Context: an optimization exercise on an open-source flow, tuned for small area. The choices shown serve that exercise and are no tape-out recipe. In this exercise RTL edits were held to simulation tests only and were not proved equivalent to the original.

==> job 1641 <==
// dlc_top
module dlc_top(clk, reset_n, M0_req, M0_wr, M0_address, M0_dout, M0_grant, F_interrupt, D_interrupt, M_din);
export LEC_CHECK = 0
export CAP_MARGIN = 10
export CORE_MARGIN = 2
export CORE_UTILIZATION = 65
export PLACE_DENSITY = 0.75
export SLEW_MARGIN = 10
create_clock -name core_clock -period 20.0 [get_ports {clk}]
standard.sh (not shown) runs the stock make flow with config.mk's settings and CLKGATE_MAP_FILE= SYNTH_SCRIPT=/design/flow/synth_recipe.tcl, a recipe that flattens the netlist after the stock synthesis.
==> flow/flow/run.sh <==
#!/bin/bash
# Standard layout (the standard.sh, unchanged synthesis and steps) with one change to clock
# tree synthesis: clkbuf_8 buffers, sink clusters of at most 16 flops within 60 um, and no
# dummy loads. Each step's full log stays in orfs/logs/; make's own output goes to standard.log.
set -euo pipefail
export CTS_ARGS="-sink_clustering_enable -repair_clock_nets -dont_use_dummy_load -buf_list sky130_fd_sc_hd__clkbuf_8 -sink_clustering_size 16 -sink_clustering_max_diameter 60"
bash standard.sh > standard.log 2>&1
==> inputs of job 4238, as changes to job 1641 <==
--- a/flow/design.v
+++ b/flow/design.v
@@ -22,24 +22,17 @@
 			if (do_rd) begin cnt <= cnt - 4'd1; last <= last + 3'd1; end
 			rd_q <= do_rd;
 			werr_q <= wr_en & ~rd_en & cnt[3];
 			rerr_q <= rd_en & ~wr_en & (cnt == 4'd0);
 		end
 	end
 	always @(posedge clk)
 		if (do_wr) mem[tail] <= din;
-	reg [W-1:0] rd_or;
-	integer j;
-	always @(*) begin
-		rd_or = {W{1'b0}};
-		for (j = 0; j < 8; j = j + 1)
-			rd_or = rd_or | (mem[j] & {W{last == j}});
-	end
-	assign rdata = rd_or;
+	assign rdata = mem[last];
 	assign popped = rd_q;
 	assign count = cnt;
 	assign empty = (cnt == 4'd0);
 	assign full = cnt[3];
 	assign wr_err = werr_q;
 	assign rd_err = rerr_q;
 endmodule
 module dlc_top(clk, reset_n, M0_req, M0_wr, M0_address, M0_dout, M0_grant, F_interrupt, D_interrupt, M_din);
@@ -47,17 +40,16 @@
 	input M0_req, M0_wr;
 	input [7:0] M0_address;
 	input [31:0] M0_dout;
 	output M0_grant;
 	output F_interrupt;
 	output D_interrupt;
 	output [31:0] M_din;
 	reg arb;                          
-	reg [31:0] rq;                    
 	wire M1_req, M1_wr;
 	wire [7:0] M1_address;
 	wire [31:0] M1_dout;
 	always @(posedge clk or negedge reset_n)
 		if (!reset_n) arb <= 1'b0;
 		else if (!arb) arb <= ~M0_req & M1_req;
 		else arb <= ~(~M1_req & M0_req);
 	assign M0_grant = ~arb;
@@ -78,55 +70,41 @@
 	wire [5:0] maddr = {S_address[6], S_address[4:0]};
 	always @(posedge clk)
 		if ((sel2 | sel3) & S_wr) mem[maddr] <= S_din;
 	wire d_wsel = sel0 & S_wr;
 	reg [2:0] mstate;
 	reg [2:0] m_next;
 	wire d_op_done = (mstate == 3'd5);
 	reg d_oc0, d_os0, d_push, d_done_q;
-	reg [31:0] d_dsz;
-	reg [31:0] d_ien_r, d_src_r, d_dst_r, d_size_r, d_mode_r;
-	reg v_ien, v_src, v_dst, v_size, v_mode;
+	reg [31:0] d_ien, d_src, d_dst, d_dsz, d_size, d_mode;
 	wire d_op_clear = d_op_done & d_oc0;
 	always @(posedge clk or negedge reset_n) begin
 		if (!reset_n) begin
 			d_oc0 <= 1'b0; d_os0 <= 1'b0; d_push <= 1'b0; d_done_q <= 1'b0;
-			d_dsz <= 32'd0;
-			v_ien <= 1'b0; v_src <= 1'b0; v_dst <= 1'b0; v_size <= 1'b0; v_mode <= 1'b0;
+			d_ien <= 32'd0; d_src <= 32'd0; d_dst <= 32'd0; d_dsz <= 32'd0;
+			d_size <= 32'd0; d_mode <= 32'd0;
 		end else if (d_op_clear) begin
 			d_oc0 <= 1'b0; d_os0 <= 1'b0; d_push <= 1'b0; d_done_q <= 1'b0;
-			d_dsz <= 32'd0;
-			v_ien <= 1'b0; v_src <= 1'b0; v_dst <= 1'b0; v_size <= 1'b0; v_mode <= 1'b0;
+			d_ien <= 32'd0; d_src <= 32'd0; d_dst <= 32'd0; d_dsz <= 32'd0;
+			d_size <= 32'd0; d_mode <= 32'd0;
 		end else begin
 			if (d_wsel && off == 4'h0) d_oc0 <= S_din[0];
 			if (d_wsel && off == 4'h1) d_os0 <= S_din[0];
-			if (d_wsel && off == 4'h2) v_ien <= 1'b1;
-			if (d_wsel && off == 4'h3) v_src <= 1'b1;
-			if (d_wsel && off == 4'h4) v_dst <= 1'b1;
+			if (d_wsel && off == 4'h2) d_ien <= S_din;
+			if (d_wsel && off == 4'h3) d_src <= S_din;
+			if (d_wsel && off == 4'h4) d_dst <= S_din;
 			d_push <= d_wsel && off == 4'h5 && S_din[0];
 			if (d_wsel && off == 4'h5 && S_din[0]) d_dsz <= d_dsz + 32'd1;
 			else if (m_next == 3'd1) d_dsz <= d_dsz - 32'd1;
-			if (d_wsel && off == 4'h7) v_size <= 1'b1;
-			if (d_wsel && off == 4'h8) v_mode <= 1'b1;
+			if (d_wsel && off == 4'h7) d_size <= S_din;
+			if (d_wsel && off == 4'h8) d_mode <= S_din;
 			d_done_q <= d_op_done;
 		end
 	end
-	always @(posedge clk) begin
-		if (d_wsel && off == 4'h2) d_ien_r <= S_din;
-		if (d_wsel && off == 4'h3) d_src_r <= S_din;
-		if (d_wsel && off == 4'h4) d_dst_r <= S_din;
-		if (d_wsel && off == 4'h7) d_size_r <= S_din;
-		if (d_wsel && off == 4'h8) d_mode_r <= S_din;
-	end
-	wire [31:0] d_ien = d_ien_r & {32{v_ien}};
-	wire [31:0] d_src = d_src_r & {32{v_src}};
-	wire [31:0] d_dst = d_dst_r & {32{v_dst}};
-	wire [31:0] d_size = d_size_r & {32{v_size}};
-	wire [31:0] d_mode = d_mode_r & {32{v_mode}};
 	assign D_interrupt = d_ien[0] & d_op_done;
 	reg [31:0] d_rd;
 	always @(*) begin
 		d_rd = 32'd0;
 		if (!S_wr)
 			case (off)
 				4'h2: d_rd = d_ien;
 				4'h3: d_rd = d_src;
@@ -139,22 +117,22 @@
 			endcase
 	end
 	wire [47:0] df_rdata;
 	wire df_popped;
 	wire df_rd = (m_next == 3'd1);
 	dlc_fifo #(.W(48)) u_dfifo(.clk(clk), .reset_n(reset_n), .wr_en(d_push), .rd_en(df_rd),
 		.din({d_size, d_dst[7:0], d_src[7:0]}), .rdata(df_rdata), .popped(df_popped),
 		.count(), .empty(), .full(), .wr_err(), .rd_err());
-	wire [31:0] df_size = df_rdata[47:16];
+	wire [31:0] df_size = df_popped ? df_rdata[47:16] : 32'd0;
 	reg [7:0] m_src, m_dst;
 	reg [31:0] m_size;
 	wire d_cnt_nz = (d_dsz[3:0] != 4'd0);
 	wire m_size_nz = (m_size != 32'd0);
-	wire df_size_nz = df_popped & (df_size != 32'd0);
+	wire df_size_nz = (df_size != 32'd0);
 	wire M1_grant = arb;
 	always @(*) begin
 		case (mstate)
 			3'd0: m_next = d_os0 ? 3'd1 : 3'd0;
 			3'd1: m_next = df_size_nz ? 3'd2 : (d_cnt_nz ? 3'd1 : 3'd5);
 			3'd2: m_next = M1_grant ? 3'd3 : 3'd2;
 			3'd3: m_next = 3'd4;
 			3'd4: m_next = m_size_nz ? 3'd3 : (d_cnt_nz ? 3'd1 : 3'd5);
@@ -182,21 +160,22 @@
 	assign M1_dout = (mstate == 3'd4 && !d_mode[2]) ? M_din : 32'd0;
 	localparam F_IDLE = 4'd0, F_POP = 4'd1, F_EXEC = 4'd2, F_PUSH1 = 4'd3, F_PUSH2 = 4'd4,
 	           F_MW1 = 4'd5, F_MW2 = 4'd6, F_STOP1 = 4'd7, F_DONE = 4'd8, F_STOP2 = 4'd9;
 	reg [3:0] fstate, f_next;
 	wire f_wsel = sel1 & S_wr;
 	wire f_rsel = sel1 & ~S_wr;
 	wire f_rd4 = f_rsel & (off == 4'h4);
 	reg f_oc0, f_oc1, f_ien, f_os0, f_nwr, f_done;
+	reg [31:0] f_ndin;
 	wire n_popped, n_empty, n_full, n_werr, n_rerr;
 	wire [3:0] n_count;
 	wire [31:0] n_rdata;
 	dlc_fifo #(.W(32)) u_nfifo(.clk(clk), .reset_n(reset_n), .wr_en(f_nwr), .rd_en(f_next == F_POP),
-		.din(rq), .rdata(n_rdata), .popped(n_popped),
+		.din(f_ndin), .rdata(n_rdata), .popped(n_popped),
 		.count(n_count), .empty(n_empty), .full(n_full), .wr_err(n_werr), .rd_err(n_rerr));
 	wire [31:0] n_dout = n_popped ? n_rdata : 32'd0;
 	reg [63:0] fac;
 	reg [5:0] fmul;
 	reg f_fod;
 	wire r1_popped, r2_popped, r2_empty, r2_full, r2_werr, r2_rerr;
 	wire [3:0] r1_count, r2_count;
 	wire [31:0] r1_rdata, r2_rdata;
@@ -232,16 +211,17 @@
 			if (f_wsel && off == 4'h1 && !f_oc0) f_ien <= S_din[0];
 			else if (f_oc0) f_ien <= 1'b0;
 			f_os0 <= f_wsel & (off == 4'h2) & (fstate == F_IDLE) & ~f_oc0 & S_din[0];
 			f_nwr <= f_wsel & (off == 4'h3) & (fstate == F_IDLE) & ~f_oc0;
 			if (f_next == F_PUSH1 && n_empty && !f_oc0) f_done <= 1'b1;
 			else if (f_oc0) f_done <= 1'b0;
 		end
 	end
+	always @(posedge clk) f_ndin <= S_din;
 	assign F_interrupt = f_ien & f_done;
 	reg [1:0] mstate_x;      
 	reg [1:0] mcount;
 	reg m_op_done;
 	reg [6:0] mx;            
 	reg [67:0] uv;           
 	wire m_step = (mstate_x == 2'd1) & (mcount != 2'd3);
 	wire [2:0] dig = mx[2:0];
@@ -294,24 +274,17 @@
 		else if (fstate == F_MW2) f_rd = r2_popped ? r2_rdata : 32'd0;
 		else if (f_rsel && off == 4'h5) f_rd = {28'd0, n_count};
 		else if (f_rsel && off == 4'h6) f_rd = {28'd0, n_empty, n_full, n_rerr, n_werr};
 		else if (f_rsel && off == 4'h7) f_rd = {27'd0, r_total};
 		else if (f_rsel && off == 4'h8) f_rd = {28'd0, r2_empty, r2_full, r2_rerr, r2_werr};
 		else if (f_rsel && off == 4'h9) f_rd = {31'd0, f_done};
 		else f_rd = 32'd0;
 	end
-	reg [31:0] memrd;
-	integer j;
-	always @(*) begin
-		memrd = 32'd0;
-		for (j = 0; j < 64; j = j + 1)
-			memrd = memrd | (mem[j] & {32{maddr == j}});
-	end
+	reg [31:0] rq;
 	wire ram_wr = (sel2 | sel3) & S_wr;
 	wire ram_keep = (sel2 & p2) | (sel3 & p3);
 	always @(posedge clk)
 		if (ram_wr) rq <= ram_keep ? rq : 32'd0;
 		else if (sel0) rq <= d_rd;
-		else if (sel1) rq <= S_din;
-		else rq <= memrd;
+		else rq <= mem[maddr];
 	assign M_din = sel1_q ? f_rd : (selr_q ? rq : 32'd0);
 endmodule
==> flow/run.sh (new file) <==
#!/bin/bash
# synth_recipe.tcl (not shown) runs the flow's synth.tcl, then flattens the netlist and writes it again
# the make line also repeats each setting of config.mk as NAME=value (left out here)
make -C /OpenROAD-flow-scripts/flow DESIGN_CONFIG=/design/flow/config.mk WORK_HOME=/design/flow/orfs CLKGATE_MAP_FILE= SYNTH_SCRIPT=/design/flow/synth_recipe.tcl finish
Settings changed: CAP_MARGIN 10 to 35, CORE_UTILIZATION 65 to 35, PLACE_DENSITY 0.75 to not set, SLEW_MARGIN 10 to 35.
removed: flow/flow/run.sh
removed: flow/standard.sh
==> inputs of job 6178, as changes to job 1641 <==
--- a/flow/design.v
+++ b/flow/design.v
@@ -1,16 +1,17 @@
 module dlc_fifo #(parameter W = 32) (
 	input clk, input reset_n,
 	input wr_en, input rd_en,
 	input [W-1:0] din,
 	output [W-1:0] rdata,    
 	output popped,           
 	output [3:0] count,
-	output empty, output full, output wr_err, output rd_err
+	output empty, output full, output wr_err, output rd_err,
+	output [2:0] tail_o, output [2:0] last_o
 );
 	reg [3:0] cnt;
 	reg [2:0] last, tail;    
 	reg rd_q, werr_q, rerr_q;
 	reg [W-1:0] mem [0:7];
 	wire do_wr = wr_en & ~rd_en & ~cnt[3];
 	wire do_rd = rd_en & ~wr_en & (cnt != 4'd0);
 	always @(posedge clk or negedge reset_n) begin
@@ -36,16 +37,18 @@
 	end
 	assign rdata = rd_or;
 	assign popped = rd_q;
 	assign count = cnt;
 	assign empty = (cnt == 4'd0);
 	assign full = cnt[3];
 	assign wr_err = werr_q;
 	assign rd_err = rerr_q;
+	assign tail_o = tail;
+	assign last_o = last;
 endmodule
 module dlc_top(clk, reset_n, M0_req, M0_wr, M0_address, M0_dout, M0_grant, F_interrupt, D_interrupt, M_din);
 	input clk, reset_n;
 	input M0_req, M0_wr;
 	input [7:0] M0_address;
 	input [31:0] M0_dout;
 	output M0_grant;
 	output F_interrupt;
@@ -138,17 +141,17 @@
 				default: d_rd = 32'd0;
 			endcase
 	end
 	wire [47:0] df_rdata;
 	wire df_popped;
 	wire df_rd = (m_next == 3'd1);
 	dlc_fifo #(.W(48)) u_dfifo(.clk(clk), .reset_n(reset_n), .wr_en(d_push), .rd_en(df_rd),
 		.din({d_size, d_dst[7:0], d_src[7:0]}), .rdata(df_rdata), .popped(df_popped),
-		.count(), .empty(), .full(), .wr_err(), .rd_err());
+		.count(), .empty(), .full(), .wr_err(), .rd_err(), .tail_o(), .last_o());
 	wire [31:0] df_size = df_rdata[47:16];
 	reg [7:0] m_src, m_dst;
 	reg [31:0] m_size;
 	wire d_cnt_nz = (d_dsz[3:0] != 4'd0);
 	wire m_size_nz = (m_size != 32'd0);
 	wire df_size_nz = df_popped & (df_size != 32'd0);
 	wire M1_grant = arb;
 	always @(*) begin
@@ -187,30 +190,42 @@
 	wire f_rsel = sel1 & ~S_wr;
 	wire f_rd4 = f_rsel & (off == 4'h4);
 	reg f_oc0, f_oc1, f_ien, f_os0, f_nwr, f_done;
 	wire n_popped, n_empty, n_full, n_werr, n_rerr;
 	wire [3:0] n_count;
 	wire [31:0] n_rdata;
 	dlc_fifo #(.W(32)) u_nfifo(.clk(clk), .reset_n(reset_n), .wr_en(f_nwr), .rd_en(f_next == F_POP),
 		.din(rq), .rdata(n_rdata), .popped(n_popped),
-		.count(n_count), .empty(n_empty), .full(n_full), .wr_err(n_werr), .rd_err(n_rerr));
+		.count(n_count), .empty(n_empty), .full(n_full), .wr_err(n_werr), .rd_err(n_rerr), .tail_o(), .last_o());
 	wire [31:0] n_dout = n_popped ? n_rdata : 32'd0;
 	reg [63:0] fac;
 	reg [5:0] fmul;
 	reg f_fod;
-	wire r1_popped, r2_popped, r2_empty, r2_full, r2_werr, r2_rerr;
-	wire [3:0] r1_count, r2_count;
-	wire [31:0] r1_rdata, r2_rdata;
-	dlc_fifo #(.W(32)) u_r1fifo(.clk(clk), .reset_n(reset_n), .wr_en(f_next == F_PUSH1), .rd_en(f_next == F_MW1),
-		.din(fac[63:32]), .rdata(r1_rdata), .popped(r1_popped),
-		.count(r1_count), .empty(), .full(), .wr_err(), .rd_err());
+	wire r2_popped, r2_empty, r2_full, r2_werr, r2_rerr;
+	wire [3:0] r2_count;
+	wire [2:0] r2_tail, r2_last;
+	wire [31:0] r2_rdata;
 	dlc_fifo #(.W(32)) u_r2fifo(.clk(clk), .reset_n(reset_n), .wr_en(f_next == F_PUSH2), .rd_en(f_next == F_MW2),
 		.din(fac[31:0]), .rdata(r2_rdata), .popped(r2_popped),
-		.count(r2_count), .empty(r2_empty), .full(r2_full), .wr_err(r2_werr), .rd_err(r2_rerr));
+		.count(r2_count), .empty(r2_empty), .full(r2_full), .wr_err(r2_werr), .rd_err(r2_rerr),
+		.tail_o(r2_tail), .last_o(r2_last));
+	reg [31:0] rhi [0:7];
+	always @(posedge clk)
+		if ((f_next == F_PUSH1) & ~r2_full) rhi[r2_tail] <= fac[63:32];
+	wire [2:0] r1_idx = r2_last + 3'd1;
+	reg [31:0] r1_rdata;
+	integer ri;
+	always @(*) begin
+		r1_rdata = 32'd0;
+		for (ri = 0; ri < 8; ri = ri + 1)
+			r1_rdata = r1_rdata | (rhi[ri] & {32{r1_idx == ri}});
+	end
+	wire r1_ahead = (fstate == F_PUSH1) & ~r2_full;
+	wire r1_behind = (fstate == F_MW1) | (fstate == F_STOP2);
 	always @(*) begin
 		case (fstate)
 			F_IDLE: f_next = (f_os0 & ~n_empty) ? F_POP : F_IDLE;
 			F_POP: f_next = F_EXEC;
 			F_EXEC: f_next = f_fod ? F_PUSH1 : F_EXEC;
 			F_PUSH1: f_next = F_PUSH2;
 			F_PUSH2: f_next = (f_done & f_rd4) ? F_MW1 : f_done ? F_STOP1 : F_POP;
 			F_MW1: f_next = (~r2_empty & f_rd4) ? F_MW2 : F_STOP2;
@@ -281,21 +296,21 @@
 				else if (m_op_done & f_mgt2) begin fac <= mtp_result; fmul <= fmul - 6'd1; f_fod <= 1'b0; end
 				else if (fac < 64'd3) f_fod <= 1'b1;
 				else f_fod <= 1'b0;
 			end
 			default: begin fac <= 64'd0; fmul <= 6'd0; f_fod <= 1'b0; end
 		endcase
 	end
 	wire f_mw = (fstate == F_MW1) | (fstate == F_MW2);
-	wire [4:0] r_total = {1'b0, r1_count} + {1'b0, r2_count};
+	wire [4:0] r_total = {r2_count, 1'b0} + {4'd0, r1_ahead} - {4'd0, r1_behind};
 	reg [31:0] f_rd;
 	always @(*) begin
 		if (f_rsel && off == 4'h3 && !f_mw) f_rd = n_dout;
-		else if (fstate == F_MW1) f_rd = r1_popped ? r1_rdata : 32'd0;
+		else if (fstate == F_MW1) f_rd = r1_rdata;
 		else if (fstate == F_MW2) f_rd = r2_popped ? r2_rdata : 32'd0;
 		else if (f_rsel && off == 4'h5) f_rd = {28'd0, n_count};
 		else if (f_rsel && off == 4'h6) f_rd = {28'd0, n_empty, n_full, n_rerr, n_werr};
 		else if (f_rsel && off == 4'h7) f_rd = {27'd0, r_total};
 		else if (f_rsel && off == 4'h8) f_rd = {28'd0, r2_empty, r2_full, r2_rerr, r2_werr};
 		else if (f_rsel && off == 4'h9) f_rd = {31'd0, f_done};
 		else f_rd = 32'd0;
 	end
Settings changed: CORE_UTILIZATION 65 to 55, PLACE_DENSITY 0.75 to 0.65.
==> flow_metrics.tcl <==
set metrics [dict create \
    gr-usage-all-layers 0.1922 \
    rows 241 \
    status "timing/DRC/antenna clean" \
    area_delta_synth_final_pct 14.12 \
    setup_ws_ns 8.519 \
    syn_inst 8554 \
    die_h_um 662.4 \
    finClkSkew_ns 0.08004 \
    arrival_ns 7.48 \
    nNonClkBuffers 381 \
    place_ws_ns 8.410 \
    startpoint "M0_address[2]" \
    synth_xor_area_frac 0.01287 \
    cts_sinks 3725 \
    drive_gt1_frac 0.2096 \
    utilization 0.4016 \
]
[end of results for job 4238]
==> flow_metrics.tcl <==
set metrics [dict create \
    drv_cap 2 \
    die_h_um 478.1 \
    area_delta_synth_final_pct 7.338 \
    nNonClkBuffers 447 \
    hold_path_depth 2 \
    syn_inst 9132 \
    violatedChecks "capacitance limit, slew limit" \
    rows 174 \
    gr-usage-all-layers 0.4495 \
    finClkSkew_ns 0.1130 \
    maxSlewViolCount 2 \
    cts_sinks 3698 \
    status "complete, but fails checks" \
    utilization 0.6999 \
    path_max_fanout 33 \
    setup_ws_ns 7.074 \
    place_ws_ns 7.363 \
    arrival_ns 8.93 \
]
[end of results for job 1641]
==> flow_metrics.tcl <==
set metrics [dict create \
    utilization 0.5950 \
    synth_xor_area_frac 0.01282 \
    finClkSkew_ns 0.1130 \
    syn_inst 9070 \
    violatedChecks "capacitance limit, slew limit" \
    arrival_ns 9.05 \
    rows 188 \
    drv_cap 1 \
    nNonClkBuffers 412 \
    gr-usage-all-layers 0.3774 \
    die_h_um 517.3 \
    status "complete, but fails checks" \
    place_ws_ns 7.278 \
    maxSlewViolCount 3 \
    area_delta_synth_final_pct 7.701 \
]
[end of results for job 6178]

[what the ideal ports hide]
How much do the figures lean on ideal ports? The routed layouts below were timed once more, with nothing changed but the port constraints.
Step 1: set_driving_cell puts a clkbuf_16 on clk and a buf_2 on each other input, an assumption about the parent block.
Step 2 adds t to the input delays and takes it off the output delays; t is the mean of the earliest and latest rising clock arrival at the registers after step 1. Input paths then give back, and output paths get back, about the clock's delay inside the block.
a / b / c = ideal ports / drivers / drivers and shift; a / b = the first two.
| run | t (ns) | slack for setup (ns) | worst hold slack (ns) |
|---|---|---|---|
| job 1641 | 1.208 | 7.074 / 7.037 / 7.037 | 0.458 / 0.458 / 0.458 |
| job 4238 | 1.038 | 8.519 / 8.480 / 8.480 | 0.461 / 0.461 / 0.461 |
| job 6178 | 1.188 | 6.950 / 6.846 / 6.846 | 0.454 / 0.454 / 0.454 |
For job 6178, which loses most, drivers alone change the setup slack by -0.104 ns; drivers and shift together by -0.104 ns.
